Background: an optimization exercise with open tools, aiming at small area and a short achievable clock period. Do not read the settings as production practice.
Where RTL was checked, it was by simulation tests only, not by an equivalence proof against the original.
Function not checked in run 1: the RTL went through the layout flow alone.
No activity file was given, so power comes from the tool's default toggle rates.

## flow/design.v (module list and top-level ports; edited modules follow where they fit)
// module QE_M: 810 lines
// module qe_fa: 5 lines
// module qe_fs: 5 lines
// module qe_fc: 5 lines
// module qe_x2: 5 lines
// module qe_xn: 5 lines
// module qe_cy: 5 lines
// module qe_ha: 5 lines
module QE_M (clk, reset, in_a, in_b, in_c, in_x, mode, valid_in, last_input, valid_out, result);
  // ...
==> flow/flow/run.sh <==
#!/bin/bash
# The standard layout, with buf_2 cells as the port buffers.
bash standard.sh "BUFFER_PORTS_ARGS=-buffer_cell sky130_fd_sc_hd__buf_2" finish > standard.log 2>&1
==> flow/standard.sh <==
#!/bin/bash
# synth_recipe.tcl (not shown) runs the flow's synth.tcl, then flattens the netlist and writes it again
# the make line also repeats each setting of config.mk as NAME=value (left out here)
make -C /OpenROAD-flow-scripts/flow DESIGN_CONFIG=/design/flow/config.mk WORK_HOME=/design/flow/orfs CLKGATE_MAP_FILE= SYNTH_SCRIPT=/design/flow/synth_recipe.tcl "${@:-finish}"
==> flow/config.mk <==
export PLATFORM = sky130hd
export DESIGN_NAME = QE_M
export DESIGN_NICKNAME = QE_M
export VERILOG_FILES = /design/flow/design.v
export SDC_FILE = /design/flow/constraint.sdc
export NUM_CORES = 4
export LEC_CHECK = 0
export CAP_MARGIN = 20
export CORE_MARGIN = 2
export CORE_UTILIZATION = 40
export CTS_BUF_LIST = sky130_fd_sc_hd__clkbuf_8
export SETUP_SLACK_MARGIN = 4
export SLEW_MARGIN = 20
export SYNTH_HIERARCHICAL = 1
==> flow/constraint.sdc <==
create_clock -name core_clock -period 6.5 [get_ports {clk}]
set_input_delay 1.3000 -clock core_clock [delete_from_list [all_inputs] [get_ports {clk}]]
set_output_delay 1.3000 -clock core_clock [all_outputs]
set_load 0.01 [all_outputs]
==> reports/results.ini, run 1 <==
[run_status]
status = no timing/DRC/antenna violations

[final_layout]
instances_no_fill = 1150
regArea_um2 = 3082
nonClkBufAreaFrac_pct = 3.261
fin_area_um2 = 9284
syn_to_final_growth_pct = 13.21
largest_class = multi-input gates
layout_common_cells = 194 x xor2_1, 141 x dfxtp_1, 74 x nand2_1

[clock_tree]
cts_max_path_buffers = 2
postCtsHoldBufs = 0
path_clk_slew_ns = 0.10

[routing]
via_per_inst = 4.816
vias = 5538
wl_met1_mm = 7.941

[synth]
yosys.cell_count.top_type = xor2_1
synthCells = 833
synth_top_family_by_area = XOR/XNOR gates
yosys.area_share.adder_pct = 9.033
yosys-top-cells-count = 200 x xor2_1, 147 x dfxtp_1, 87 x nand2_1, 48 x a22oi_1, 45 x a22o_1

[timing]
fin_ws_ns = 4.060
hold_slack_ns = 0.3235
tightest_slew_ns = 0.5344
fin_crit_sh_pct = 37.53
period_needed_ns = 2.440
tns_ns = 0
finalHoldViolations = 0

[pwr]
sequentialPower_mw = 1.52
p_leak_nw = 3.716
powerComb_mw = 2.27
netSwitchingFraction_pct = 41.71
power.total_mw = 4.530

[die]
io_pins = 54
die_w_um = 147.2
dieArea_um2 = 21660
coreArea_um2 = 20170
taps = 270

[job]
maxCapViolCount = 0

[setup_path]
crit_end = R[14]
crit_fanout = 5
startpoint = T1b2

[min_path]
min_to = C2[1]

==> run 2, diff against run 1 <==
--- a/flow/design.v
+++ b/flow/design.v
@@ -10,17 +10,17 @@
 reg T1a14, T1a13, T1b13, T1c13, T1a12, T1b12, T1c12, T1a11, T1b11, T1c11, T1a10, T1b10, T1c10, T1a9, T1b9, T1c9, T1a8, T1b8, T1c8, T1a7, T1b7, T1c7, T1a6, T1b6, T1c6, T1a5, T1b5, T1c5, T1a4, T1b4, T1c4, T1a3, T1b3, T1c3, T1a2, T1b2, T1c2, T1a1, T1b1, T1c1, T1a0, T1b0;
 reg [7:0]  X1, C1;
 reg        m1, f1;
 reg [15:0] R;
 reg [3:0]  bo, bt, bn;   
 reg [3:0]  bnn;          
 reg        x7;
 reg [7:0]  C2;
-reg        nkeep2;       
+reg        keep2;
 reg S3a15, S3b15, S3a14, S3b14, S3a13, S3b13, S3a12, S3b12, S3a11, S3b11, S3a10, S3b10, S3a9, S3b9, S3a8, S3b8, S3a7, S3b7, S3a6, S3b6, S3a5, S3b5, S3a4, S3b4, S3a3, S3b3, S3a2, S3b2, S3a1, S3b1, S3a0, S3b0;
 reg [15:0] Y;
 reg        q1, q2, q3;   
 reg        lastd;        
 wire [15:0] S3a = {S3a15, S3a14, S3a13, S3a12, S3a11, S3a10, S3a9, S3a8, S3a7, S3a6, S3a5, S3a4, S3a3, S3a2, S3a1, S3a0};
 wire [15:0] S3b = {S3b15, S3b14, S3b13, S3b12, S3b11, S3b10, S3b9, S3b8, S3b7, S3b6, S3b5, S3b4, S3b3, S3b2, S3b1, S3b0};
 wire [15:0] S3s;
 wire [15:0] td_cp_p, td_cp_g, td_cp_c;
@@ -508,43 +508,43 @@
 assign pc_0_9 = ~(((bo[0] & R[9]) | (bt[0] & R[8])) ^ bn[0]);
 assign pc_0_10 = ~(((bo[0] & R[10]) | (bt[0] & R[9])) ^ bn[0]);
 assign pc_0_11 = ~(((bo[0] & R[11]) | (bt[0] & R[10])) ^ bn[0]);
 assign pc_0_12 = ~(((bo[0] & R[12]) | (bt[0] & R[11])) ^ bn[0]);
 assign pc_0_13 = ~(((bo[0] & R[13]) | (bt[0] & R[12])) ^ bn[0]);
 assign pc_0_14 = ~(((bo[0] & R[14]) | (bt[0] & R[13])) ^ bn[0]);
 assign pc_0_15 = ~(((bo[0] & R[15]) | (bt[0] & R[14])) ^ bn[0]);
 assign pc_neg_0 = bnn[0];
-assign pc_1_2 = ~(((bo[1] & R[0])) ^ ~(bnn[1] & (S3a[2] | nkeep2)));
-assign pc_1_3 = ~(((bo[1] & R[1]) | (bt[1] & R[0])) ^ ~(bnn[1] & (S3a[3] | nkeep2)));
-assign pc_1_4 = ~(((bo[1] & R[2]) | (bt[1] & R[1])) ^ ~(bnn[1] & (S3a[4] | nkeep2)));
-assign pc_1_5 = ~(((bo[1] & R[3]) | (bt[1] & R[2])) ^ ~(bnn[1] & (S3a[5] | nkeep2)));
-assign pc_1_6 = ~(((bo[1] & R[4]) | (bt[1] & R[3])) ^ ~(bnn[1] & (S3a[6] | nkeep2)));
-assign pc_1_7 = ~(((bo[1] & R[5]) | (bt[1] & R[4])) ^ ~(bnn[1] & (S3a[7] | nkeep2)));
-assign pc_1_8 = ~(((bo[1] & R[6]) | (bt[1] & R[5])) ^ ~(bnn[1] & (S3a[8] | nkeep2)));
-assign pc_1_9 = ~(((bo[1] & R[7]) | (bt[1] & R[6])) ^ ~(bnn[1] & (S3a[9] | nkeep2)));
-assign pc_1_10 = ~(((bo[1] & R[8]) | (bt[1] & R[7])) ^ ~(bnn[1] & (S3a[10] | nkeep2)));
-assign pc_1_11 = ~(((bo[1] & R[9]) | (bt[1] & R[8])) ^ ~(bnn[1] & (S3a[11] | nkeep2)));
-assign pc_1_12 = ~(((bo[1] & R[10]) | (bt[1] & R[9])) ^ ~(bnn[1] & (S3a[12] | nkeep2)));
-assign pc_1_13 = ~(((bo[1] & R[11]) | (bt[1] & R[10])) ^ ~(bnn[1] & (S3a[13] | nkeep2)));
-assign pc_1_14 = ~(((bo[1] & R[12]) | (bt[1] & R[11])) ^ ~(bnn[1] & (S3a[14] | nkeep2)));
-assign pc_1_15 = ~(((bo[1] & R[13]) | (bt[1] & R[12])) ^ ~(bnn[1] & (S3a[15] | nkeep2)));
+assign pc_1_2 = ((bo[1] & R[0]) | (keep2 & ~S3a[2])) ^ bnn[1];
+assign pc_1_3 = ((bo[1] & R[1]) | (bt[1] & R[0]) | (keep2 & ~S3a[3])) ^ bnn[1];
+assign pc_1_4 = ((bo[1] & R[2]) | (bt[1] & R[1]) | (keep2 & ~S3a[4])) ^ bnn[1];
+assign pc_1_5 = ((bo[1] & R[3]) | (bt[1] & R[2]) | (keep2 & ~S3a[5])) ^ bnn[1];
+assign pc_1_6 = ((bo[1] & R[4]) | (bt[1] & R[3]) | (keep2 & ~S3a[6])) ^ bnn[1];
+assign pc_1_7 = ((bo[1] & R[5]) | (bt[1] & R[4]) | (keep2 & ~S3a[7])) ^ bnn[1];
+assign pc_1_8 = ((bo[1] & R[6]) | (bt[1] & R[5]) | (keep2 & ~S3a[8])) ^ bnn[1];
+assign pc_1_9 = ~(((bo[1] & R[7]) | (bt[1] & R[6]) | (keep2 & ~S3a[9])) ^ bn[1]);
+assign pc_1_10 = ~(((bo[1] & R[8]) | (bt[1] & R[7]) | (keep2 & ~S3a[10])) ^ bn[1]);
+assign pc_1_11 = ~(((bo[1] & R[9]) | (bt[1] & R[8]) | (keep2 & ~S3a[11])) ^ bn[1]);
+assign pc_1_12 = ~(((bo[1] & R[10]) | (bt[1] & R[9]) | (keep2 & ~S3a[12])) ^ bn[1]);
+assign pc_1_13 = ~(((bo[1] & R[11]) | (bt[1] & R[10]) | (keep2 & ~S3a[13])) ^ bn[1]);
+assign pc_1_14 = ~(((bo[1] & R[12]) | (bt[1] & R[11]) | (keep2 & ~S3a[14])) ^ bn[1]);
+assign pc_1_15 = ~(((bo[1] & R[13]) | (bt[1] & R[12]) | (keep2 & ~S3a[15])) ^ bn[1]);
 assign pc_neg_1 = bnn[1];
-assign pc_2_4 = ~(((bo[2] & R[0])) ^ ~(bnn[2] & (S3b[4] | nkeep2)));
-assign pc_2_5 = ~(((bo[2] & R[1]) | (bt[2] & R[0])) ^ ~(bnn[2] & (S3b[5] | nkeep2)));
-assign pc_2_6 = ~(((bo[2] & R[2]) | (bt[2] & R[1])) ^ ~(bnn[2] & (S3b[6] | nkeep2)));
-assign pc_2_7 = ~(((bo[2] & R[3]) | (bt[2] & R[2])) ^ ~(bnn[2] & (S3b[7] | nkeep2)));
-assign pc_2_8 = ~(((bo[2] & R[4]) | (bt[2] & R[3])) ^ ~(bnn[2] & (S3b[8] | nkeep2)));
-assign pc_2_9 = ~(((bo[2] & R[5]) | (bt[2] & R[4])) ^ ~(bnn[2] & (S3b[9] | nkeep2)));
-assign pc_2_10 = ~(((bo[2] & R[6]) | (bt[2] & R[5])) ^ ~(bnn[2] & (S3b[10] | nkeep2)));
-assign pc_2_11 = ~(((bo[2] & R[7]) | (bt[2] & R[6])) ^ ~(bnn[2] & (S3b[11] | nkeep2)));
-assign pc_2_12 = ~(((bo[2] & R[8]) | (bt[2] & R[7])) ^ ~(bnn[2] & (S3b[12] | nkeep2)));
-assign pc_2_13 = ~(((bo[2] & R[9]) | (bt[2] & R[8])) ^ ~(bnn[2] & (S3b[13] | nkeep2)));
-assign pc_2_14 = ~(((bo[2] & R[10]) | (bt[2] & R[9])) ^ ~(bnn[2] & (S3b[14] | nkeep2)));
-assign pc_2_15 = ~(((bo[2] & R[11]) | (bt[2] & R[10])) ^ ~(bnn[2] & (S3b[15] | nkeep2)));
+assign pc_2_4 = ((bo[2] & R[0]) | (keep2 & ~S3b[4])) ^ bnn[2];
+assign pc_2_5 = ((bo[2] & R[1]) | (bt[2] & R[0]) | (keep2 & ~S3b[5])) ^ bnn[2];
+assign pc_2_6 = ((bo[2] & R[2]) | (bt[2] & R[1]) | (keep2 & ~S3b[6])) ^ bnn[2];
+assign pc_2_7 = ((bo[2] & R[3]) | (bt[2] & R[2]) | (keep2 & ~S3b[7])) ^ bnn[2];
+assign pc_2_8 = ((bo[2] & R[4]) | (bt[2] & R[3]) | (keep2 & ~S3b[8])) ^ bnn[2];
+assign pc_2_9 = ((bo[2] & R[5]) | (bt[2] & R[4]) | (keep2 & ~S3b[9])) ^ bnn[2];
+assign pc_2_10 = ~(((bo[2] & R[6]) | (bt[2] & R[5]) | (keep2 & ~S3b[10])) ^ bn[2]);
+assign pc_2_11 = ~(((bo[2] & R[7]) | (bt[2] & R[6]) | (keep2 & ~S3b[11])) ^ bn[2]);
+assign pc_2_12 = ~(((bo[2] & R[8]) | (bt[2] & R[7]) | (keep2 & ~S3b[12])) ^ bn[2]);
+assign pc_2_13 = ~(((bo[2] & R[9]) | (bt[2] & R[8]) | (keep2 & ~S3b[13])) ^ bn[2]);
+assign pc_2_14 = ~(((bo[2] & R[10]) | (bt[2] & R[9]) | (keep2 & ~S3b[14])) ^ bn[2]);
+assign pc_2_15 = ~(((bo[2] & R[11]) | (bt[2] & R[10]) | (keep2 & ~S3b[15])) ^ bn[2]);
 assign pc_neg_2 = bnn[2];
 assign pc_3_6 = ((bo[3] & R[0])) ^ bnn[3];
 assign pc_3_7 = ((bo[3] & R[1]) | (bt[3] & R[0])) ^ bnn[3];
 assign pc_3_8 = ((bo[3] & R[2]) | (bt[3] & R[1])) ^ bnn[3];
 assign pc_3_9 = ((bo[3] & R[3]) | (bt[3] & R[2])) ^ bnn[3];
 assign pc_3_10 = ((bo[3] & R[4]) | (bt[3] & R[3])) ^ bnn[3];
 assign pc_3_11 = ~(((bo[3] & R[5]) | (bt[3] & R[4])) ^ bn[3]);
 assign pc_3_12 = ~(((bo[3] & R[6]) | (bt[3] & R[5])) ^ bn[3]);
@@ -555,22 +555,22 @@
 assign pc_4_8 = ~(x7 & R[0]);
 assign pc_4_9 = ~(x7 & R[1]);
 assign pc_4_10 = ~(x7 & R[2]);
 assign pc_4_11 = ~(x7 & R[3]);
 assign pc_4_12 = ~(x7 & R[4]);
 assign pc_4_13 = ~(x7 & R[5]);
 assign pc_4_14 = ~(x7 & R[6]);
 assign pc_4_15 = ~(x7 & R[7]);
-assign pc_acc_1_0 = nkeep2 | S3a[0];
-assign pc_acc_1_1 = nkeep2 | S3a[1];
-assign pc_acc_2_0 = nkeep2 | S3b[0];
-assign pc_acc_2_1 = nkeep2 | S3b[1];
-assign pc_acc_2_2 = nkeep2 | S3b[2];
-assign pc_acc_2_3 = nkeep2 | S3b[3];
+assign pc_acc_1_0 = ~(keep2 & ~S3a[0]);
+assign pc_acc_1_1 = ~(keep2 & ~S3a[1]);
+assign pc_acc_2_0 = ~(keep2 & ~S3b[0]);
+assign pc_acc_2_1 = ~(keep2 & ~S3b[1]);
+assign pc_acc_2_2 = ~(keep2 & ~S3b[2]);
+assign pc_acc_2_3 = ~(keep2 & ~S3b[3]);
 wire tc_1, tc_2, tc_3, tc_4, tc_5, tc_6, tc_7, tc_8;
 wire tc_9, tc_10, tc_11, tc_12, tc_13, tc_14, tc_15, tc_16;
 wire tc_17, tc_18, tc_19, tc_20, tc_21, tc_22, tc_23, tc_24;
 wire tc_25, tc_26, tc_27, tc_28, tc_29, tc_30, tc_31, tc_32;
 wire tc_33, tc_34, tc_35, tc_36, tc_37, tc_38, tc_39, tc_40;
 wire tc_41, tc_42, tc_43, tc_44, tc_45, tc_46, tc_47, tc_48;
 wire tc_49, tc_50, tc_51, tc_52, tc_53, tc_54, tc_55, tc_56;
 wire tc_57, tc_58, tc_59, tc_60, tc_61, tc_62, tc_63, tc_64;
@@ -751,17 +751,17 @@
 	for (i = 0; i < 4; i = i + 1) begin
 		bo[i] <= X1[2*i] ^ xm[2*i];
 		bt[i] <= (X1[2*i+1] & ~X1[2*i] & ~xm[2*i]) | (~X1[2*i+1] & X1[2*i] & xm[2*i]);
 		bn[i] <= X1[2*i+1];
 		bnn[i] <= ~X1[2*i+1];
 	end
 	x7 <= X1[7];
 	C2 <= C1;
-	nkeep2 <= ~m1 | f1;
+	keep2 <= m1 & ~f1;
 	S3a15 <= tc_115;
 	S3b15 <= tc_114;
 	S3a14 <= tc_113;
 	S3b14 <= tc_112;
 	S3a13 <= tc_111;
 	S3b13 <= tc_110;
 	S3a12 <= tc_109;
 	S3b12 <= tc_108;
==> flow/config.mk (replaced) <==
export PLATFORM = sky130hd
export DESIGN_NAME = QE_M
export DESIGN_NICKNAME = QE_M
export VERILOG_FILES = /design/flow/design.v
export SDC_FILE = /design/flow/constraint.sdc
export NUM_CORES = 4
export LEC_CHECK = 0
export CAP_MARGIN = 20
export CORE_MARGIN = 2
export CORE_UTILIZATION = 40
export CTS_BUF_LIST = sky130_fd_sc_hd__clkbuf_8
export SETUP_SLACK_MARGIN = 4.2
export SLEW_MARGIN = 20
export SYNTH_HIERARCHICAL = 1
==> run 2 against run 1 <==
Effect of this change:
- clock-buffer cell count rose by 2
- first-iteration DRC count grew 42%
- clock skew fell by 0.0034 ns
- non-clock buffer count rose by 15
- synthesized area increased by 3.0%
- routed wire length grew 8.8%
- synthesized cell count increased by 5.2%
- total power rose by 8.7%
- worst setup slack better by 0.18 ns
==> reports/results.ini, run 2 <==
[pwr]
power_density_nw_per_um2 = 493.4  ; was 488.0 nW/µm²
vdd_drop_max_mv = 0.1694  ; was 0.2020 mV
p_leak_nw = 3.930  ; was 3.716 nW

[clock_tree]
postCtsHoldBufs = 0  ; unchanged
cts-buffers-inserted = 17  ; unchanged
cts_tree = built  ; unchanged
clock_latency_ns = 0.46  ; about the same
cts_max_path_buffers = 2  ; unchanged
path_clk_slew_ns = 0.09  ; was 0.10 ns
numClockSinks = 154  ; was 152
root_buffer = clkbuf_8  ; unchanged
htreeDepth = 4  ; unchanged

[min_path]
hp-start = C1[1]  ; unchanged
hp-class = flip-flop to flip-flop  ; unchanged
min_to = C2[1]  ; unchanged
hold_depth = 0  ; unchanged

[timing]
rsz0062_at_grt = yes  ; unchanged
slew_viol_final = 0  ; unchanged
setup-violations-final = 0  ; unchanged
fin_crit_sh_pct = 34.82  ; was 37.53%
slew_headroom_pct = 61.52  ; was 64.32%
finalHoldViolations = 0  ; unchanged
fmax_ghz = 0.4419  ; was 0.4099 GHz
tightest_slew_ns = 0.5765  ; was 0.5344 ns
period_needed_ns = 2.263  ; was 2.440 ns
skew_ns = 0.01384  ; was 0.01725 ns
tns_ns = 0  ; unchanged

[final_layout]
syn_to_final_growth_pct = 18.10  ; was 13.21%
diodes = 0  ; unchanged
final_nets = 998  ; was 941
drive_gt1_share_pct = 23.48  ; was 14.77%
reg.largest.list = R: 16 flops, Y: 16 flops  ; unchanged
final_common_cell = xor2_1  ; unchanged
layout_common_cells = 145 x xor2_1, 132 x dfxtp_1, 96 x nand2_1  ; was 194 x xor2_1, 141 x dfxtp_1, 74 x nand2_1
fin_area_um2 = 9977  ; was 9284 µm²

[place]
hpwl_mm = 12.59  ; was 11.67 mm
gp_congestion = 0.8242  ; was 0.8114
port_buffers = 53  ; unchanged
dpl_cell_area_um2 = 9034  ; was 8762 µm²

[routing]
vias = 5964  ; was 5538
wl_per_cell_um = 14.21  ; was 13.76 µm
drc = 0  ; unchanged
drt-pass1-iter-count = 6  ; was 5
finalWirelength_mm = 17.23  ; was 15.83 mm
ant_nets = 0  ; unchanged
via_per_inst = 4.921  ; was 4.816
drtIter0Drc = 318  ; was 224

[setup_path]
timing.rr.start = keep2  ; was T1b2
r2r_end = S3b12  ; was R[14]
startpoint_type = input port  ; was flip-flop
endpoint_kind = flip-flop  ; unchanged
required_ns = 6.86  ; was 6.88 ns
r2r_cells = 8  ; was 10
criticalPathCategory = input port to flip-flop  ; was flip-flop to flip-flop
arrival_ns = 2.62  ; was 2.82 ns
r2r_slack_ns = 4.29  ; was 4.06 ns
crit_fanout = 10  ; was 5

[synth]
synthArstFlopShare_pct = 3.247  ; was 3.289%
synth-seq-area-share_pct = 36.80  ; was 37.43%
synth.avg_cell_area_um2 = 9.644  ; was 9.844 µm²
synth_seq_cells = 154  ; was 152
yosys-top-cells-count = 184 x xor2_1, 149 x dfxtp_1, 113 x nand2_1, 52 x xnor2_1, 45 x a22o_1  ; was 200 x xor2_1, 147 x dfxtp_1, 87 x nand2_1, 48 x a22oi_1, 45 x a22o_1
synth_edf_count = 0  ; unchanged
synthCells = 876  ; was 833
yosys.cell_count.top_type = xor2_1  ; unchanged
yosysWarnings = 7  ; unchanged
synth_ff_type = dfxtp_1  ; unchanged
synth_top_area_share_pct = 35.31  ; was 35.89%
synth_top_cells_by_area = dfxtp_1 35%, xor2_1 19%, fa_1 8.8%  ; was dfxtp_1 36%, xor2_1 21%, fa_1 9.0%
synth.cell_area_um2 = 8448  ; was 8200 µm²
synthDistinctLibCells = 53  ; was 41
synth_largest_area_cell = dfxtp_1  ; unchanged

[die]
start_util_pct = 40.44  ; was 40.66%
std_cell_rows = 53  ; was 52
io_pins = 54  ; unchanged
coreArea_um2 = 20890  ; was 20170 µm²
die_h_um = 149.3  ; was 147.2 µm
die_w_um = 149.3  ; was 147.2 µm
dieArea_um2 = 22300  ; was 21660 µm²

[global_route]
antenna_found_initial = 0  ; unchanged
track_usage_pct = 15.98  ; was 15.36%
grt_pass1_vias = 5801  ; was 5473
overflow = 0  ; unchanged
grt_pass1_wl_mm = 28.21  ; was 26.82 mm
grt_max_degree = 27  ; was 36

[run_status]
status = no timing/DRC/antenna violations  ; unchanged

[job]
maxCapViolCount = 0  ; unchanged

## run 2: worst max-delay path by stage
stage / from / to / slack (ns)
floorplan: in_x[2] / T1a8 / 3.97
CTS: in_a[3] / T1b9 / 4.20
detailed placement: in_x[7] / T1b9 / 3.64
global placement: mode / T1b7 / 3.70
finish: in_x[4] / T1c10 / 4.24
global route: T1b3 / R[8] / 4.15
## run 2: power by group
group	switching (mW)	internal, mW	total [mW]	leakage, nW
Clock	0.378	0.333	0.711	0.196
Combinational	1.38	1.27	2.65	2.42
Sequential	0.293	1.27	1.56	1.31
Total	2.05	2.87	4.92	3.93
## run 2: layout make-up
type | count | area, µm²
clock buffers | 19 | 261.5
clock inverters | 13 | 136.4
fillers | 1997 | 10910
inverters | 12 | 57.56
multi-input cells | 665 | 5578
flip-flops and latches | 154 | 3138
well taps | 275 | 344.1
repair buffers | 73 | 452.9
repair inverters | 1 | 8.758
## run 2: layer usage
layer,global-route usage [%],part of all wire [%],vias to the layer above,routed length [µm]
met1,20.99,47,2832,8021
li1,-,-,2974,-
met2,26.36,48,140,8233
met4,5.857,1.4,0,239
met5,0,0,-,0
met3,2.905,4.2,18,732
## run 2: metrics by stage
step | hold WS (ns) | power (mW) | std cells | util, % | worst slack [ns]
floorplan | 0.3096 | 3.482 | 878 | - | 3.968
global placement | 0.3119 | 3.861 | 1159 | 43.25 | 3.705
detailed placement | 0.3121 | 3.904 | 1159 | 43.25 | 3.642
CTS | 0.3328 | 4.705 | 1195 | 45.53 | 4.202
global route | 0.3414 | 5.314 | 1212 | 47.76 | 4.150
finish | 0.3305 | 4.923 | 1212 | 47.76 | 4.237
## run 2: logic make-up after synthesis
group	synth area share, %
other cells	0.08890
xor+xnor	24.47
mux	0.2666
fa+ha+maj	8.768
buf+inv	2.651
compound gates	14.40
simple gates	12.56
flops	36.80
## run 2: what timing repair did
item	4_1_cts	5_1_grt
setup buffers	4	16
gates cloned	0	1
pin swaps	5	33
setup endpoints to repair	36	38
gates resized for setup	15	71
## run 2: Yosys stat by module (local to each module, per instance)
module  flip-flops and latches  copies in the design  cells  cell area, µm²
QE_M                       154                     1    613            5728
qe_cy                        0                    45      1           8.758
qe_fa                        0                    37      1           20.02
qe_x2                        0                   158      1           8.758
qe_xn                        0                    23      1           8.758
## run 2: critical path, stage by stage
cell and delay, ns:
buf_2 0.24, nand2_1 0.13, fa_1 0.55, xor2_2 0.21, a22o_1 0.19
==> run 3, diff against run 2 <==
--- a/flow/config.mk
+++ b/flow/config.mk
@@ -10,5 +10,6 @@
 export CORE_UTILIZATION = 40
 export CTS_BUF_LIST = sky130_fd_sc_hd__clkbuf_8
-export SETUP_SLACK_MARGIN = 4.2
+export PLACE_DENSITY = 0.7
+export SETUP_SLACK_MARGIN = 4
 export SLEW_MARGIN = 20
 export SYNTH_HIERARCHICAL = 1
==> run 3 against run 2 <==
Effect of this change:
- still clean
- global-route usage shrank 0.34 points
- sequential cell count unchanged
- first-iteration DRC count grew 23%
- critical path depth is 2 higher
- clock power increased by 19%
- non-clock buffer count down 8
- combinational power decreased by 4%
- fmax shrank 5.6%
- core utilization shrank 1.6 points
==> reports/results.ini, run 3 <==
[run_status]
status = no timing/DRC/antenna violations  ; unchanged

[synth]
synthDistinctLibCells = 53  ; unchanged
synth-simple-area-share_pct = 12.56  ; unchanged
yosys-top-cells-count = 184 x xor2_1, 149 x dfxtp_1, 113 x nand2_1, 52 x xnor2_1, 45 x a22o_1  ; unchanged
synth_top_area_share_pct = 35.31  ; unchanged
synth_top_cells_by_area = dfxtp_1 35%, xor2_1 19%, fa_1 8.8%  ; unchanged
yosys.cell_count.top_type = xor2_1  ; unchanged
synth.avg_cell_area_um2 = 9.644  ; unchanged
synthCells = 876  ; unchanged
synthArstFlopShare_pct = 3.247  ; unchanged
synth.cell_area_um2 = 8448  ; unchanged
synth_largest_area_cell = dfxtp_1  ; unchanged
yosys.area_share.adder_pct = 8.768  ; unchanged
synth_compound_area_share_pct = 14.40  ; unchanged
synth_edf_count = 0  ; unchanged
synth-seq-area-share_pct = 36.80  ; unchanged
synthMuxAreaShare_pct = 0.2666  ; unchanged
synth_xor_area_share_pct = 24.47  ; unchanged
yosysWarnings = 7  ; unchanged
synth_ff_type = dfxtp_1  ; unchanged
synth_seq_cells = 154  ; unchanged
synth_top_family_by_area = XOR/XNOR gates  ; unchanged

[global_route]
antenna_found_initial = 0  ; unchanged
track_usage_pct = 15.64  ; was 15.98%
grt_pass1_wl_mm = 27.70  ; was 28.21 mm
grt_pass1_vias = 5735  ; was 5801
busiest_layer = met2  ; unchanged
grt_use_met2_pct = 25.65  ; was 26.36%
grt_use_met3_pct = 3.609  ; was 2.905%
overflow = 0  ; unchanged
grt_max_degree = 27  ; unchanged
use_met1_pct = 20.60  ; was 20.99%

[clock_tree]
clock_latency_ns = 0.46  ; about the same
root_buffer = clkbuf_8  ; unchanged
numClockSinks = 154  ; unchanged
cts_tree = built  ; unchanged
cts-buffers-inserted = 17  ; unchanged
htreeDepth = 4  ; unchanged
cts_max_path_buffers = 2  ; unchanged
path_clk_slew_ns = 0.08  ; was 0.09 ns
postCtsHoldBufs = 0  ; unchanged

[die]
std_cell_rows = 53  ; unchanged
io_pins = 54  ; unchanged
die_h_um = 149.3  ; unchanged
dieArea_um2 = 22300  ; unchanged
die_w_um = 149.3  ; unchanged
start_util_pct = 40.44  ; unchanged
coreArea_um2 = 20890  ; unchanged

[pwr]
clock_power_share_pct = 17.2  ; was 14.4%
seqPwrFrac_pct = 31.3  ; was 31.7%
vdd_drop_max_mv = 0.1803  ; was 0.1694 mV
p_sw_mw = 1.968  ; was 2.049 mW
power_density_nw_per_um2 = 512.3  ; was 493.4 nW/µm²
p_comb_share_pct = 51.5  ; was 53.8%
netSwitchingFraction_pct = 39.88  ; was 41.63%
p_leak_nw = 3.859  ; was 3.930 nW
power.total_mw = 4.935  ; was 4.923 mW
p_int_mw = 2.967  ; was 2.874 mW

[final_layout]
multiInputGateArea_um2 = 5293  ; was 5578 µm²
syn_to_final_growth_pct = 14.03  ; was 18.10%
diodes = 0  ; unchanged
n_fill_cell = 1978  ; was 1997
instances_no_fill = 1203  ; was 1212
final_nets = 989  ; was 998
regArea_um2 = 3118  ; was 3138 µm²
reg.largest.list = R: 16 flops, Y: 16 flops  ; unchanged
layout_common_cells = 176 x xor2_1, 144 x dfxtp_1, 100 x nand2_1  ; was 145 x xor2_1, 132 x dfxtp_1, 96 x nand2_1
final_common_cell = xor2_1  ; unchanged
fin_area_um2 = 9633  ; was 9977 µm²
drive_gt1_share_pct = 16.59  ; was 23.48%

[setup_path]
criticalPathCategory = input port to flip-flop  ; unchanged
slowest_stage = xor2_1  ; was fa_1
startpoint_type = input port  ; unchanged
endpoint_kind = flip-flop  ; unchanged
arrival_ns = 2.78  ; was 2.62 ns
timing.rr.start = T1a9  ; was keep2
cp_num_buf_inv = 1  ; unchanged
crit_fanout = 9  ; was 10
cp_top_family = XOR/XNOR gates  ; was adder cells
startpoint = in_x[7]  ; was in_x[4]
path_cells = buf_2 -> nand2_4 -> xor2_2 -> xor2_1 -> xor2_1 -> xor2_1 -> xor2_1  ; was buf_2 -> nand2_1 -> fa_1 -> xor2_2 -> a22o_1
cpMostUsedCell = xor2_1
max_stage_delay_ns = 0.27  ; was 0.55 ns
required_ns = 6.88  ; was 6.86 ns

[timing]
slew_viol_final = 0  ; unchanged
tightest_slew_ns = 0.5843  ; was 0.5765 ns
fmax_ghz = 0.4170  ; was 0.4419 GHz
slew_headroom_pct = 60.99  ; was 61.52%
skew_ns = 0.01880  ; was 0.01384 ns
setup-violations-final = 0  ; unchanged
rsz0062_at_grt = no  ; was yes
tns_ns = 0  ; unchanged
fin_crit_sh_pct = 36.89  ; was 34.82%
period_needed_ns = 2.398  ; was 2.263 ns
hold_slack_ns = 0.3289  ; was 0.3305 ns
finalHoldViolations = 0  ; unchanged

[routing]
drt-pass1-iter-count = 5  ; was 6
vias = 6055  ; was 5964
via_per_inst = 5.033  ; was 4.921
wl_per_cell_um = 14.01  ; was 14.21 µm
drtIter0Drc = 390  ; was 318
finalWirelength_mm = 16.86  ; was 17.23 mm
drc = 0  ; unchanged
ant_nets = 0  ; unchanged

[place]
dpl_cell_area_um2 = 8999  ; was 9034 µm²
port_buffers = 53  ; unchanged
place_inst = 1159  ; unchanged
gp_congestion = 0.8075  ; was 0.8242
hpwl_mm = 12.52  ; was 12.59 mm

[min_path]
hp-class = flip-flop to flip-flop  ; unchanged
hp-start = C1[1]  ; unchanged

[job]
maxCapViolCount = 0  ; unchanged

-- run 3: cell counts after synthesis --
Identical to the previous run, type by type.
-- run 3: power groups by stage --
stage                     registers [mW]  logic, mW  clock network (mW)
after CTS                           1.54       2.36               0.871
after floorplan                     1.45       2.03                   0
after global routing                1.59       2.85               0.914
after global placement              1.56       2.28                   0
final                               1.54       2.54               0.847
after detailed placement            1.56       2.34                   0
-- run 3: kinds of logic (layout without fill, tap and decap cells) --
logic type	after synthesis	in the layout
compound gates	165	165
other cells	2	4
flops	154	154
xor+xnor	236	236
simple gates	221	221
mux	2	2
fa+ha+maj	37	37
buf+inv	59	109
-- run 3: worst paths after layout --
check / to / slack (ns) / cells after the start
max in group asynchronous: lastd / 5.53 / 2
setup / recovery: T1b9 / 4.10 / 7
min in group asynchronous: q2 / 0.73 / 2
hold / removal: C2[1] / 0.33 / 0
hold reg to reg: C2[1] / 0.33 / 0
setup reg to reg: R[15] / 4.17 / 9
-- run 3: what timing repair did --
action	CTS	global route
gates resized for setup	3	15
endpoints found under the setup margin	6	20
buffers inserted	0	12
pin swaps	0	6
-- run 3: routing by layer --
metal  part of all wire [%]  up-vias
li1                       -     2977
met1                     47     2915
met2                     48      140
met3                    4.3       23
met4                    1.3        0
met5                      0        -
-- run 3: final cells by class --
cell class | instances | share of cell area [%]
inverter | 12 | 0.4936
multi-input combinational | 665 | 54.94
clock inverter | 13 | 2.221
sequential | 154 | 32.37
tap | 275 | 3.572
clock buffer | 19 | 2.715
timing repair buffer | 65 | 3.689
-- run 3: modules after synthesis (local to each module, per instance) --
| module | flops+latches | cells | copies in the design | cell area, µm² |
|---|---|---|---|---|
| QE_M | 154 | 613 | 1 | 5728 |
| qe_fa | 0 | 1 | 37 | 20.02 |
| qe_cy | 0 | 1 | 45 | 8.758 |
| qe_x2 | 0 | 1 | 158 | 8.758 |
| qe_xn | 0 | 1 | 23 | 8.758 |
-- run 3: stage by stage --
| step | worst slack (ns) | util, % |
|---|---|---|
| after floorplan | 3.968 | - |
| after global placement | 3.717 | 43.08 |
| after detailed placement | 3.648 | 43.08 |
| after CTS | 4.069 | 45.43 |
| after global routing | 4.002 | 46.12 |
| final | 4.102 | 46.12 |
==> run 4, diff against run 3 <==
--- a/flow/config.mk
+++ b/flow/config.mk
@@ -10,5 +10,4 @@
 export CORE_UTILIZATION = 40
 export CTS_BUF_LIST = sky130_fd_sc_hd__clkbuf_8
-export PLACE_DENSITY = 0.7
 export SETUP_SLACK_MARGIN = 4
 export SLEW_MARGIN = 20
==> run 4 against run 3 <==
Effect of this change:
- critical endpoint unchanged
- still clean
- via count down 3.9%
- routed wire length down 0.12%
- critical path type unchanged
- worst hold slack better by 0.0022 ns
- register-to-register slack about the same
- final cell count down 0.67%
- largest power group unchanged
==> reports/results.ini, run 4 <==
[run_status]
status = no timing/DRC/antenna violations  ; unchanged

[die]
start_util_pct = 40.44  ; unchanged
std_cell_rows = 53  ; unchanged
io_pins = 54  ; unchanged
die_h_um = 149.3  ; unchanged
dieArea_um2 = 22300  ; unchanged
die_w_um = 149.3  ; unchanged
coreArea_um2 = 20890  ; unchanged

[setup_path]
cp.depth = 7  ; unchanged
slowest_stage = buf_2  ; was xor2_1
criticalPathCategory = input port to flip-flop  ; unchanged
endpoint_kind = flip-flop  ; unchanged
cp_top_family = XOR/XNOR gates  ; unchanged
arrival_ns = 2.71  ; was 2.78 ns
cpMostUsedCell = xor2_1  ; unchanged
r2r_cells = 8  ; was 9
max_stage_delay_ns = 0.27  ; about the same
path_cells = buf_2 -> nand2_4 -> xor2_2 -> xor2_1 -> xor2_1 -> xor2_1 -> xor2_1  ; unchanged
crit_fanout = 9  ; unchanged
cp_num_buf_inv = 1  ; unchanged
startpoint_type = input port  ; unchanged
required_ns = 6.89  ; was 6.88 ns

[synth]
synth_ff_type = dfxtp_1  ; unchanged
synth.avg_cell_area_um2 = 9.644  ; unchanged
synth_seq_cells = 154  ; unchanged
synthCells = 876  ; unchanged
synth_largest_area_cell = dfxtp_1  ; unchanged
synthDistinctLibCells = 53  ; unchanged
yosys.cell_count.top_type = xor2_1  ; unchanged
yosys-top-cells-count = 184 x xor2_1, 149 x dfxtp_1, 113 x nand2_1, 52 x xnor2_1, 45 x a22o_1  ; unchanged
synth_top_area_share_pct = 35.31  ; unchanged
yosysWarnings = 7  ; unchanged
synthArstFlopShare_pct = 3.247  ; unchanged
synth-seq-area-share_pct = 36.80  ; unchanged
synth_edf_count = 0  ; unchanged
synth_top_cells_by_area = dfxtp_1 35%, xor2_1 19%, fa_1 8.8%  ; unchanged
synth.cell_area_um2 = 8448  ; unchanged

[final_layout]
reg.largest.list = R: 16 flops, Y: 16 flops  ; unchanged
multiInputGateArea_um2 = 5285  ; was 5293 µm²
final_common_cell = xor2_1  ; unchanged
layout_common_cells = 175 x xor2_1, 145 x dfxtp_1, 100 x nand2_1  ; was 176 x xor2_1, 144 x dfxtp_1, 100 x nand2_1
final_nets = 981  ; was 989
regArea_um2 = 3117  ; was 3118 µm²
drive_gt1_share_pct = 15.65  ; was 16.59%
syn_to_final_growth_pct = 11.95  ; was 14.03%
diodes = 0  ; unchanged
n_fill_cell = 2026  ; was 1978

[routing]
wl_met2_mm = 7.816  ; was 8.017 mm
drc = 0  ; unchanged
drtIter0Drc = 262  ; was 390
dr.max_layer_used = met4  ; unchanged
drt-pass1-iter-count = 4  ; was 5
vias = 5821  ; was 6055
via_per_inst = 4.871  ; was 5.033
wl_per_cell_um = 14.09  ; was 14.01 µm
ant_nets = 0  ; unchanged
met3_wirelength_um = 546  ; was 732 µm
finalWirelength_mm = 16.83  ; was 16.86 mm
wl_met1_mm = 8.317  ; was 7.887 mm

[timing]
slew_headroom_pct = 59.35  ; was 60.99%
fin_crit_sh_pct = 35.76  ; was 36.89%
tns_ns = 0  ; unchanged
finalHoldViolations = 0  ; unchanged
rsz0062_at_grt = yes  ; was no
fmax_ghz = 0.4302  ; was 0.4170 GHz
tightest_slew_ns = 0.6090  ; was 0.5843 ns
period_needed_ns = 2.325  ; was 2.398 ns
skew_ns = 0.02051  ; was 0.01880 ns
slew_viol_final = 0  ; unchanged
setup-violations-final = 0  ; unchanged

[pwr]
power_density_nw_per_um2 = 490.6  ; was 512.3 nW/µm²
vdd_drop_max_mv = 0.1614  ; was 0.1803 mV
p_leak_nw = 3.763  ; was 3.859 nW
power.total_mw = 4.640  ; was 4.935 mW

[clock_tree]
htreeDepth = 4  ; unchanged
cts-buffers-inserted = 17  ; unchanged
path_clk_slew_ns = 0.09  ; was 0.08 ns
root_buffer = clkbuf_8  ; unchanged
clock_latency_ns = 0.46  ; about the same
cts_max_path_buffers = 2  ; unchanged
cts_tree = built  ; unchanged
numClockSinks = 154  ; unchanged

[job]
maxCapViolCount = 0  ; unchanged

[global_route]
antenna_found_initial = 0  ; unchanged
grt_pass1_vias = 5720  ; was 5735
grt_pass1_wl_mm = 28.37  ; was 27.70 mm
overflow = 0  ; unchanged
track_usage_pct = 16.03  ; was 15.64%
grt_max_degree = 27  ; unchanged

[place]
gp_congestion = 0.8226  ; was 0.8075
port_buffers = 53  ; unchanged
hpwl_mm = 12.63  ; was 12.52 mm

[min_path]
hp-class = flip-flop to flip-flop  ; unchanged
hold_depth = 0  ; unchanged

-- run 4: stage by stage --
stage | utilization, % | hold slack (ns) | std cells | cell area [µm²] | worst slack [ns]
2_1_floorplan | - | 0.3096 | 878 | 8857 | 3.968
6_report | 45.28 | 0.3311 | 1195 | 9458 | 4.175
4_1_cts | 44.91 | 0.3326 | 1191 | 9382 | 4.073
3_3_place_gp | 43.08 | 0.3121 | 1159 | 8999 | 3.706
5_1_grt | 45.28 | 0.3424 | 1195 | 9458 | 3.953
3_5_place_dp | 43.08 | 0.3121 | 1159 | 8999 | 3.666
-- run 4: report_power, final --
group	internal (mW)	total (mW)	leakage (nW)	switching, mW
registers	1.26	1.55	1.31	0.283
logic	1.14	2.42	2.27	1.28
clock network	0.293	0.669	0.187	0.376
total	2.70	4.64	3.76	1.94
-- run 4: repair_timing --
action / CTS / global route
gates resized for setup: 3 / 12
gates cloned: 0 / 0
hold endpoints to repair: 0 / 0
pin swaps: 0 / 4
hold buffers: 0 / 0
buffers inserted: 0 / 4
endpoints found under the setup margin: 17 / 22
-- run 4: final timing paths --
path                          from        end  slack [ns]
max                        in_x[7]       T1b9        4.18
min                          C1[6]      C2[6]        0.33
max reg2reg                   T1a8      R[14]        4.18
min reg2reg                  C1[6]      C2[6]        0.33
max in group asynchronous    reset      lastd        5.53
min in group asynchronous    reset  valid_out        0.73
-- run 4: final cells by class --
| cell class | instances | share of cell area (%) |
|---|---|---|
| clock buffer | 19 | 2.765 |
| sequential | 154 | 32.95 |
| tap | 275 | 3.638 |
| timing repair buffer | 57 | 3.149 |
| clock inverter | 13 | 1.111 |
| inverter | 12 | 0.5027 |
| multi-input combinational | 665 | 55.88 |
-- run 4: Yosys stat by module, one instance, submodules excluded --
module,flops+latches,copies in the design,cell area [µm²],cells
qe_fa,0,37,20.02,1
QE_M,154,1,5728,613
qe_xn,0,23,8.758,1
qe_x2,0,158,8.758,1
qe_cy,0,45,8.758,1
-- run 4: cells by family (layout without fill, tap and decap cells) --
group	Yosys count	in the layout	synth area share [%]
compound gates	165	165	14.40
xor+xnor	236	236	24.47
fa+ha+maj	37	37	8.768
buf+inv	59	101	2.651
flops	154	154	36.80
mux	2	2	0.2666
other cells	2	4	0.08890
simple gates	221	221	12.56
-- run 4: routing by layer --
metal / GRT usage, % / vias up
li1: - / 2952
met2: 26.36 / 105
met1: 21.82 / 2753
met5: 0 / -
met4: 4.476 / 0
met3: 2.691 / 11
==> run 5, diff against run 4 <==
--- a/flow/config.mk
+++ b/flow/config.mk
@@ -8,5 +8,5 @@
 export CAP_MARGIN = 20
 export CORE_MARGIN = 2
-export CORE_UTILIZATION = 40
+export CORE_UTILIZATION = 45
 export CTS_BUF_LIST = sky130_fd_sc_hd__clkbuf_8
 export SETUP_SLACK_MARGIN = 4
==> run 5 against run 4 <==
Effect of this change:
- sequential power hardly changed
- global-route usage grew 1.6 points
- final cell count down 3.3%
- clock power increased by 3.3%
- total power grew 0.97%
- non-clock buffer count up 1
- synthesized cell count stayed put
- largest power group unchanged
==> reports/results.ini, run 5 <==
[setup_path]
cp_num_buf_inv = 1  ; unchanged
slowest_stage = buf_2  ; unchanged
timing.rr.start = bo[1]  ; was T1a8
endpoint_kind = flip-flop  ; unchanged
cp.depth = 7  ; unchanged
crit_fanout = 9  ; unchanged
cpMostUsedCell = xor2_1  ; unchanged
startpoint_type = input port  ; unchanged
r2r_end = S3a10  ; was R[14]
crit_end = T1b9  ; unchanged
r2r_cells = 6  ; was 8
criticalPathCategory = input port to flip-flop  ; unchanged
cp_top_family = XOR/XNOR gates  ; unchanged
startpoint = in_x[7]  ; unchanged
arrival_ns = 2.77  ; was 2.71 ns
r2r_slack_ns = 4.18  ; about the same
max_stage_delay_ns = 0.26  ; was 0.27 ns
required_ns = 6.90  ; was 6.89 ns
path_cells = buf_2 -> nand2_4 -> xor2_2 -> xor2_1 -> xor2_1 -> xor2_1 -> xor2_1  ; unchanged

[routing]
drtIter0Drc = 287  ; was 262
drc = 0  ; unchanged
met3_wirelength_um = 610  ; was 546 µm
wl_per_cell_um = 14.44  ; was 14.09 µm
ant_nets = 0  ; unchanged
finalWirelength_mm = 16.68  ; was 16.83 mm
wl_met1_mm = 8.184  ; was 8.317 mm
via_per_inst = 5.055  ; was 4.871
vias = 5838  ; was 5821
drt-pass1-iter-count = 6  ; was 4
wl_met2_mm = 7.753  ; was 7.816 mm
dr.max_layer_used = met4  ; unchanged

[synth]
synthMuxAreaShare_pct = 0.2666  ; unchanged
synth_top_area_share_pct = 35.31  ; unchanged
synthCells = 876  ; unchanged
synthArstFlopShare_pct = 3.247  ; unchanged
yosysWarnings = 7  ; unchanged
yosys.cell_count.top_type = xor2_1  ; unchanged
synth-seq-area-share_pct = 36.80  ; unchanged
yosys-top-cells-count = 184 x xor2_1, 149 x dfxtp_1, 113 x nand2_1, 52 x xnor2_1, 45 x a22o_1  ; unchanged
synth_edf_count = 0  ; unchanged
synthDistinctLibCells = 53  ; unchanged
yosys.area_share.adder_pct = 8.768  ; unchanged
synth_largest_area_cell = dfxtp_1  ; unchanged
synth_xor_area_share_pct = 24.47  ; unchanged
synth_ff_type = dfxtp_1  ; unchanged
synth-simple-area-share_pct = 12.56  ; unchanged
synth_top_cells_by_area = dfxtp_1 35%, xor2_1 19%, fa_1 8.8%  ; unchanged
synth.avg_cell_area_um2 = 9.644  ; unchanged
synth_compound_area_share_pct = 14.40  ; unchanged
synth_top_family_by_area = XOR/XNOR gates  ; unchanged
synth_seq_cells = 154  ; unchanged
synth.cell_area_um2 = 8448  ; unchanged

[clock_tree]
htreeDepth = 4  ; unchanged
cts_max_path_buffers = 2  ; unchanged
path_clk_slew_ns = 0.09  ; about the same
cts_tree = built  ; unchanged
root_buffer = clkbuf_8  ; unchanged
cts-buffers-inserted = 17  ; unchanged
clock_latency_ns = 0.46  ; about the same
postCtsHoldBufs = 0  ; unchanged
numClockSinks = 154  ; unchanged

[timing]
setup-violations-final = 0  ; unchanged
fin_crit_sh_pct = 36.44  ; was 35.76%
period_needed_ns = 2.368  ; was 2.325 ns
fmax_ghz = 0.4222  ; was 0.4302 GHz
rsz0062_at_grt = yes  ; unchanged
hold_slack_ns = 0.3322  ; was 0.3311 ns
skew_ns = 0.01505  ; was 0.02051 ns
tns_ns = 0  ; unchanged
slew_viol_final = 0  ; unchanged
finalHoldViolations = 0  ; unchanged
tightest_slew_ns = 0.6070  ; was 0.6090 ns
fin_ws_ns = 4.132  ; was 4.175 ns
slew_headroom_pct = 59.48  ; was 59.35%

[final_layout]
regArea_um2 = 3118  ; was 3117 µm²
post-route-util_pct = 50.77  ; was 45.28%
final_common_cell = xor2_1  ; unchanged
instances_no_fill = 1155  ; was 1195
layout_common_cells = 176 x xor2_1, 144 x dfxtp_1, 100 x nand2_1  ; was 175 x xor2_1, 145 x dfxtp_1, 100 x nand2_1
drive_gt1_share_pct = 16.07  ; was 15.65%
n_fill_cell = 1740  ; was 2026
multiInputGateArea_um2 = 5293  ; was 5285 µm²
final_nets = 982  ; was 981
reg.largest.list = R: 16 flops, Y: 16 flops  ; unchanged
syn_to_final_growth_pct = 11.67  ; was 11.95%
diodes = 0  ; unchanged

[global_route]
track_usage_pct = 17.66  ; was 16.03%
overflow = 0  ; unchanged
grt_max_degree = 27  ; unchanged
grt_pass1_wl_mm = 27.97  ; was 28.37 mm
antenna_found_initial = 0  ; unchanged
grt_pass1_vias = 5658  ; was 5720

[place]
gp_congestion = 0.7935  ; was 0.8226
hpwl_mm = 12.35  ; was 12.63 mm
port_buffers = 53  ; unchanged
dp_slack_ns = 3.659  ; was 3.666 ns
place_inst = 1118  ; was 1159

[die]
std_cell_rows = 50  ; was 53
io_pins = 54  ; unchanged
dieArea_um2 = 19890  ; was 22300 µm²
coreArea_um2 = 18580  ; was 20890 µm²
die_h_um = 141.0  ; was 149.3 µm
die_w_um = 141.0  ; was 149.3 µm
start_util_pct = 45.47  ; was 40.44%

[pwr]
power_density_nw_per_um2 = 496.6  ; was 490.6 nW/µm²
vdd_drop_max_mv = 0.1856  ; was 0.1614 mV
p_leak_nw = 3.774  ; was 3.763 nW

[run_status]
status = no timing/DRC/antenna violations  ; unchanged

[job]
maxCapViolCount = 0  ; unchanged

[min_path]
hp-start = C1[6]  ; unchanged
hp-class = flip-flop to flip-flop  ; unchanged

-- run 5: per-module statistics from Yosys, one instance, submodules excluded --
| module | cells | flip-flops and latches | times used |
|---|---|---|---|
| qe_fa | 1 | 0 | 37 |
| qe_x2 | 1 | 0 | 158 |
| qe_xn | 1 | 0 | 23 |
| qe_cy | 1 | 0 | 45 |
| QE_M | 613 | 154 | 1 |
-- run 5: worst min-delay path by stage --
stage                     endpoint  slack, ns  depth (start not counted)
after global placement       C2[3]       0.31                          0
after global routing         C2[2]       0.34                          0
after floorplan              C2[0]       0.31                          0
final                        C2[6]       0.33                          0
after detailed placement     C2[1]       0.31                          0
after CTS                    C2[1]       0.33                          0
-- run 5: report_power, final --
group / switching (mW) / total (mW) / internal (mW)
registers: 0.283 / 1.55 / 1.26
logic: 1.29 / 2.45 / 1.16
clock network: 0.385 / 0.691 / 0.306
total: 1.96 / 4.68 / 2.73
-- run 5: layer usage --
metal / vias to the layer above / global-route usage, %
li1: 2964 / -
met1: 2753 / 23.72
met2: 111 / 28.55
met3: 10 / 3.974
met4: 0 / 5.421
met5: - / 0
-- run 5: layout make-up --
class	count	share of cell area [%]
Clock buffer	20	2.918
Tap cell	234	3.103
Sequential cell	154	33.05
Multi-Input combinational cell	665	56.10
Inverter	12	0.5040
Clock inverter	12	1.088
Timing Repair Buffer	58	3.236
-- run 5: cell families after synthesis --
group | after synthesis
buffers and inverters | 59
other | 2
multiplexers | 2
adder cells (fa/ha/maj) | 37
AO/OA/AOI/OAI | 165
AND/OR/NAND/NOR | 221
flip-flops | 154
XOR/XNOR | 236
-- run 5: metrics by stage --
stage,power (mW),cell area [µm²]
global placement,3.860,8947
CTS,4.601,9334
floorplan,3.479,8857
finish,4.685,9434
detailed placement,3.894,8947
global route,5.092,9434
-- run 5: timing repair --
action | in CTS | in global routing
setup endpoints to repair | 15 | 22
gates resized for setup | 2 | 16
buffers inserted | 0 | 5
pin swaps | 0 | 3
==> run 6, diff against run 5 <==
==> flow/flow/run.sh (replaced) <==
#!/bin/bash
# The standard layout, with buf_4 cells as the port buffers.
bash standard.sh "BUFFER_PORTS_ARGS=-buffer_cell sky130_fd_sc_hd__buf_4" finish > standard.log 2>&1
--- a/flow/config.mk
+++ b/flow/config.mk
@@ -8,7 +8,7 @@
 export CAP_MARGIN = 20
 export CORE_MARGIN = 2
-export CORE_UTILIZATION = 45
+export CORE_UTILIZATION = 40
 export CTS_BUF_LIST = sky130_fd_sc_hd__clkbuf_8
-export SETUP_SLACK_MARGIN = 4
+export SETUP_SLACK_MARGIN = 4.1
 export SLEW_MARGIN = 20
 export SYNTH_HIERARCHICAL = 1
==> run 6 against run 5 <==
Effect of this change:
- still clean on timing, DRC and antenna
- via count up 0.17%
- critical path depth fell by 6
- combinational power increased by 4%
- fmax is 5.3% higher
- first-iteration DRC count down 12%
- worst setup slack better by 0.12 ns
- total power increased by 3.0%
- critical path type is now flip-flop to output port
- highest routed layer unchanged
==> reports/results.ini, run 6 <==
[run_status]
status = no timing/DRC/antenna violations  ; unchanged

[clock_tree]
path_clk_slew_ns = 0.09  ; about the same
cts_tree = built  ; unchanged
cts_max_path_buffers = 2  ; unchanged
numClockSinks = 154  ; unchanged
postCtsHoldBufs = 0  ; unchanged
root_buffer = clkbuf_8  ; unchanged
clock_latency_ns = 0.45  ; was 0.46 ns
cts-buffers-inserted = 17  ; unchanged
htreeDepth = 4  ; unchanged

[synth]
synth_edf_count = 0  ; unchanged
synth_seq_cells = 154  ; unchanged
yosys.cell_count.top_type = xor2_1  ; unchanged
synth_top_cells_by_area = dfxtp_1 35%, xor2_1 19%, fa_1 8.8%  ; unchanged
synth_largest_area_cell = dfxtp_1  ; unchanged
synth.cell_area_um2 = 8448  ; unchanged
synth.avg_cell_area_um2 = 9.644  ; unchanged
yosysWarnings = 7  ; unchanged
synthArstFlopShare_pct = 3.247  ; unchanged
synth-seq-area-share_pct = 36.80  ; unchanged
synthDistinctLibCells = 53  ; unchanged
synth_top_area_share_pct = 35.31  ; unchanged
yosys-top-cells-count = 184 x xor2_1, 149 x dfxtp_1, 113 x nand2_1, 52 x xnor2_1, 45 x a22o_1  ; unchanged
synthCells = 876  ; unchanged
synth_ff_type = dfxtp_1  ; unchanged

[die]
io_pins = 54  ; unchanged
dieArea_um2 = 22300  ; was 19890 µm²
std_cell_rows = 53  ; was 50
start_util_pct = 40.44  ; was 45.47%
die_h_um = 149.3  ; was 141.0 µm
die_w_um = 149.3  ; was 141.0 µm
coreArea_um2 = 20890  ; was 18580 µm²

[setup_path]
cp_top_family = flip-flops  ; was XOR/XNOR gates
criticalPathCategory = flip-flop to output port  ; was input port to flip-flop
slowest_stage = dfrtp_1  ; was buf_2
endpoint_kind = output port  ; was flip-flop
path_cells = buf_4  ; was buf_2 -> nand2_4 -> xor2_2 -> xor2_1 -> xor2_1 -> xor2_1 -> xor2_1
max_stage_delay_ns = 0.37  ; was 0.26 ns
crit_fanout = 1  ; was 9
required_ns = 5.20  ; was 6.90 ns
cp_num_buf_inv = 1  ; unchanged
startpoint_type = flip-flop  ; was input port
arrival_ns = 0.95  ; was 2.77 ns

[final_layout]
reg.largest.list = R: 16 flops, Y: 16 flops  ; unchanged
regArea_um2 = 3123  ; was 3118 µm²
post-route-util_pct = 46.70  ; was 50.77%
final_common_cell = xor2_1  ; unchanged
diodes = 0  ; unchanged
n_fill_cell = 1990  ; was 1740
final_nets = 989  ; was 982
multiInputGateArea_um2 = 5356  ; was 5293 µm²
syn_to_final_growth_pct = 15.48  ; was 11.67%
drive_gt1_share_pct = 18.43  ; was 16.07%
layout_common_cells = 171 x xor2_1, 140 x dfxtp_1, 95 x nand2_1  ; was 176 x xor2_1, 144 x dfxtp_1, 100 x nand2_1

[global_route]
track_usage_pct = 16.08  ; was 17.66%
antenna_found_initial = 0  ; unchanged
overflow = 0  ; unchanged
grt_pass1_wl_mm = 28.40  ; was 27.97 mm
grt_max_degree = 27  ; unchanged
grt_pass1_vias = 5764  ; was 5658

[pwr]
p_leak_nw = 3.883  ; was 3.774 nW
power_density_nw_per_um2 = 494.7  ; was 496.6 nW/µm²
vdd_drop_max_mv = 0.1740  ; was 0.1856 mV
power.total_mw = 4.826  ; was 4.685 mW

[routing]
via_per_inst = 4.861  ; was 5.055
drtIter0Drc = 253  ; was 287
ant_nets = 0  ; unchanged
drc = 0  ; unchanged
drt-pass1-iter-count = 5  ; was 6
finalWirelength_mm = 16.90  ; was 16.68 mm
wl_per_cell_um = 14.04  ; was 14.44 µm
vias = 5848  ; was 5838

[timing]
slew_viol_final = 0  ; unchanged
setup-violations-final = 0  ; unchanged
fmax_ghz = 0.4446  ; was 0.4222 GHz
tns_ns = 0  ; unchanged
fin_crit_sh_pct = 34.60  ; was 36.44%
rsz0062_at_grt = yes  ; unchanged
finalHoldViolations = 0  ; unchanged
slew_headroom_pct = 62.66  ; was 59.48%
tightest_slew_ns = 0.5593  ; was 0.6070 ns
skew_ns = 0.01078  ; was 0.01505 ns
period_needed_ns = 2.249  ; was 2.368 ns

[place]
gp_congestion = 0.8139  ; was 0.7935
port_buffers = 53  ; unchanged
hpwl_mm = 12.71  ; was 12.35 mm

[job]
maxCapViolCount = 0  ; unchanged

[min_path]
hp-class = flip-flop to flip-flop  ; unchanged

[run 6: final cells by class]
class / instances / share of cell area (%)
clock buffer: 19 / 2.681
sequential: 154 / 32.01
inverter: 12 / 0.5130
multi-input combinational: 665 / 54.91
clock inverter: 13 / 1.359
timing repair buffer: 65 / 5.002
tap: 275 / 3.527
[run 6: cells by family (layout without fill, tap and decap cells)]
group | Yosys count | after routing | synth area share [%]
AOI/OAI and AO/OA | 165 | 165 | 14.40
xor gates and xnor gates | 236 | 236 | 24.47
adders and majority gates | 37 | 37 | 8.768
buffers and inverters | 59 | 109 | 2.651
DFF | 154 | 154 | 36.80
muxes | 2 | 2 | 0.2666
other | 2 | 4 | 0.08890
and+or+nand+nor | 221 | 221 | 12.56
[run 6: repair_timing]
| action | CTS | global route |
|---|---|---|
| pin swaps | 1 | 14 |
| setup endpoints to repair | 23 | 27 |
| buffers inserted | 2 | 10 |
| resized for setup | 5 | 23 |
| hold endpoints to repair | 0 | 0 |
[run 6: metrics by stage]
stage | instance area (µm²) | cells | hold slack (ns) | setup WS, ns
floorplan | 8892 | 878 | 0.3096 | 3.968
global placement | 9166 | 1159 | 0.3120 | 3.842
detailed placement | 9166 | 1159 | 0.3121 | 3.816
CTS | 9598 | 1193 | 0.3230 | 4.100
global route | 9756 | 1203 | 0.3339 | 4.065
finish | 9756 | 1203 | 0.3294 | 4.251
[run 6: final timing paths]
path / end / slack [ns] / cells past startpoint / start
worst min register to register: C2[1] / 0.33 / 0 / C1[1]
worst min-delay path: C2[1] / 0.33 / 0 / C1[1]
worst max-delay path: valid_out / 4.25 / 1 / valid_out
min in group asynchronous: q3 / 0.74 / 2 / reset
max in group asynchronous: lastd / 5.52 / 2 / reset
worst max register to register: S3a9 / 4.25 / 8 / R[1]
[run 6: per-module statistics from Yosys, one instance, submodules excluded]
module	cell area (µm²)	flip-flops and latches	cells inside	times used
QE_M	5728	154	613	1
qe_fa	20.02	0	1	37
qe_cy	8.758	0	1	45
qe_x2	8.758	0	1	158
qe_xn	8.758	0	1	23
[run 6: worst register-to-register path: cells and delay by family (launching register included)]
| kind | cells | cell delay, ns |
|---|---|---|
| and+or+nand+nor | 2 | 0.35 |
| AOI/OAI and AO/OA | 3 | 0.36 |
| DFF | 1 | 0.61 |
| xor gates and xnor gates | 2 | 0.38 |
| adders and majority gates | 1 | 0.45 |
[run 6: per-layer routing]
layer	routed length, µm	up-vias	part of all wire [%]	GRT usage (%)
met5	0	-	0	0
met4	235	0	1.4	5.143
met3	571	20	3.4	2.844
met2	7850	111	46	25.85
met1	8239	2742	49	22.03
li1	-	2975	-	-
[run 6: power breakdown]
part	switching [mW]	internal (mW)
combinational	1.31	1.25
clock	0.376	0.335
sequential	0.292	1.27
total	1.98	2.85

re-timing with driven ports:
The flow's constraints put no driver on any port. The routed layouts listed below were extracted and timed again, unchanged, in two steps.
Step 1: set_driving_cell puts a clkbuf_16 on clk and a buf_2 on each other input, an assumption about the parent block.
Step 2 adds t to the input delays and takes it off the output delays; t is the mean of the earliest and latest rising clock arrival at the registers after step 1. Input paths then give back, and output paths get back, about the clock's delay inside the block.
a / b / c = ideal / step 1 / step 2; a / b = the first two.
run | shift t [ns] | setup slack, ns | worst setup path after step 2
run 1 | 0.486 | 4.060 / 4.060 / 3.666 | input to register
run 2 | 0.492 | 4.237 / 4.216 / 3.763 | input to register
run 3 | 0.482 | 4.102 / 4.114 / 3.632 | input to register
run 4 | 0.482 | 4.175 / 4.182 / 3.708 | input to register
run 5 | 0.492 | 4.132 / 4.148 / 3.655 | input to register
run 6 | 0.478 | 4.251 / 4.215 / 3.794 | input to register
After both steps setup and hold are still met in every run listed. For run 5, which loses most, drivers alone change the setup slack by +0.016 ns; drivers and shift together by -0.477 ns.
